Context: an optimization exercise on an open-source flow, tuned for small area. The choices shown serve that exercise and are no tape-out recipe.
The RTL was checked by simulation tests, not by an equivalence proof against the original design.
Power figures rest on the tool's default switching activity, not on a simulated workload.

Setup of run 1:
Design action_processor, start of the top module:
module action_processor
#(
   parameter C_AXIS_DATA_WIDTH = 64,
   parameter C_AXIS_TUSER_WIDTH=128,
   parameter C_AXIS_LEN_DATA_WIDTH=16,
   parameter C_AXIS_SPT_DATA_WIDTH=8,
   parameter C_AXIS_DPT_DATA_WIDTH=8,
   parameter OPENFLOW_ACTION_SIZE = 320
)
(
   input asclk,
   input aresetn,
   input [C_AXIS_DATA_WIDTH-1:0] s_axis_tdata,
   input [(C_AXIS_DATA_WIDTH/8)-1:0] s_axis_tstrb,
   input [C_AXIS_TUSER_WIDTH-1:0] s_axis_tuser,
   input  s_axis_tvalid,
   input  s_axis_tlast,
   output s_axis_tready,
   input [OPENFLOW_ACTION_SIZE -1: 0] lu_action,
   input lu_req,
   input lu_done,
   output [C_AXIS_DATA_WIDTH-1:0] m_axis_tdata,
   output [(C_AXIS_DATA_WIDTH/8)-1:0] m_axis_tstrb,
   output [C_AXIS_TUSER_WIDTH-1:0] m_axis_tuser,
   output m_axis_tvalid,
   output reg  m_axis_tlast,
   input  m_axis_tready,
   output reg [31:0] num_pkts_processed
);
   localparam FIFO_CTRL_WIDTH = 2;
   localparam FIFO_DATA_WIDTH = C_AXIS_DATA_WIDTH +
                                C_AXIS_DATA_WIDTH/8 +
                                FIFO_CTRL_WIDTH;
   localparam TUSER_LEN_POS = 0;
   localparam TUSER_SPT_POS = TUSER_LEN_POS
                            + C_AXIS_LEN_DATA_WIDTH;
   localparam TUSER_DPT_POS = TUSER_SPT_POS
                            + C_AXIS_SPT_DATA_WIDTH;
   localparam FLAG_START_MSB = 2'b10,
              FLAG_START_LSB = 2'b01;
   localparam NUM_DT_RD_STATES = 3;
   localparam DT_RD_1ST = 1,
              DT_RD_REST = 2,
              DT_RD_WAIT = 4;
   localparam NUM_DL_STATES = 8;
   localparam DL_HDR_1ST = 1,
              DL_HDR_2ND = 2,
              DL_THRU_CHK = 4,
              DL_THRU = 8,
              DL_HDR_3RD_POP = 16,
              DL_SFT_CHK = 32,
              DL_SFT = 64,
  ...
export LEC_CHECK = 0
export CAP_MARGIN = 20
export CORE_MARGIN = 2
export CORE_UTILIZATION = 60
export PLACE_DENSITY = 0.7
export SLEW_MARGIN = 20
create_clock -name core_clock -period 10.0 [get_ports {asclk}]
standard.sh (not shown) runs the stock make flow with config.mk's settings and CLKGATE_MAP_FILE= SYNTH_SCRIPT=/design/flow/synth_recipe.tcl, a recipe that flattens the netlist after the stock synthesis.
==> flow/flow/run.sh <==
#!/bin/bash
# The standard layout (standard.sh, unchanged synthesis) with two changes:
# ports are buffered with the smallest buffer, and clock tree synthesis adds
# no dummy loads and uses sink clusters of up to 15 flip-flops, with small
# buffers. Each tool's output is in the ORFS logs under orfs/logs, and
# standard.sh's own output in standard_flow.log.
set -euo pipefail
export BUFFER_PORTS_ARGS="-buffer_cell sky130_fd_sc_hd__buf_1"
export CTS_ARGS="-sink_clustering_enable -repair_clock_nets -dont_use_dummy_load -sink_clustering_size 15 -sink_clustering_max_diameter 60 -buf_list {sky130_fd_sc_hd__clkbuf_4 sky130_fd_sc_hd__clkbuf_8}"
bash standard.sh > standard_flow.log 2>&1
Run 1 ended with every stage complete and zero timing, DRC or antenna violations.
### run 1 -> run 2
Settings: CORE_UTILIZATION now 50, was 60; PLACE_DENSITY now 0.6, was 0.7.
Results
Looking at capturing element of the worst setup path, the nw_diff2[14]$_SDFFE_PN0P_ result is from run 1; the nw_diff2[15]$_SDFFE_PN0P_ one comes from run 2. Diff run 1 -> run 2: register-to-register slack now larger, final-layout clock buffer total moved up, area growth from synthesis to final layout rose 0.65 points. Compared with run 1, run 2 ends up with more cell area. Width of the chip, run 1 and run 2: lower on run 1.
Input-level comparison between run 3 and run 2:
==> flow/flow/run.sh <==
#!/bin/bash
# The standard layout (standard.sh, unchanged synthesis) with two changes:
# ports are buffered with the smallest buffer, and clock tree synthesis adds
# no dummy loads and uses small buffers. Each tool's output is in the ORFS
# logs under orfs/logs, and standard.sh's own output in standard_flow.log.
set -euo pipefail
export BUFFER_PORTS_ARGS="-buffer_cell sky130_fd_sc_hd__buf_1"
export CTS_ARGS="-sink_clustering_enable -repair_clock_nets -dont_use_dummy_load -buf_list {sky130_fd_sc_hd__clkbuf_4 sky130_fd_sc_hd__clkbuf_8}"
bash standard.sh > standard_flow.log 2>&1
## What came out
Re worst hold margin: run 2 was lower than run 3. Compared with run 2, in run 3 fraction of area in multi-input gates fell 0.80 points, power rose 0.0024 W, number of antenna violations at the first check in global routing rose 2.

what the ideal ports hide:
The results above use ideal ports. As a check the final layouts listed here were re-extracted and re-timed, cells and wires unchanged. Step 1 (the two cells are an assumption about what drives the block):
set clk [get_ports {asclk}]
set_driving_cell -lib_cell sky130_fd_sc_hd__clkbuf_16 $clk
set_driving_cell -lib_cell sky130_fd_sc_hd__buf_2 [delete_from_list [all_inputs] $clk]
Step 2 adds t to the input delays and takes it off the output delays; t is the mean of the earliest and latest rising clock arrival at the registers after step 1. Input paths then give back, and output paths get back, about the clock's delay inside the block. a / b / c = no drivers / after step 1 / after step 2; a / b = the first two.
run | t, ns | setup WS [ns] | worst setup path at the end
run 1 | 1.094 | 0.912 / 0.912 / 0.912 | register to register
run 2 | 1.107 | 1.006 / 1.006 / 1.006 | register to register
run 3 | 1.193 | 0.998 / 0.998 / 0.998 | register to register
After both steps setup and hold are still met in every run listed.
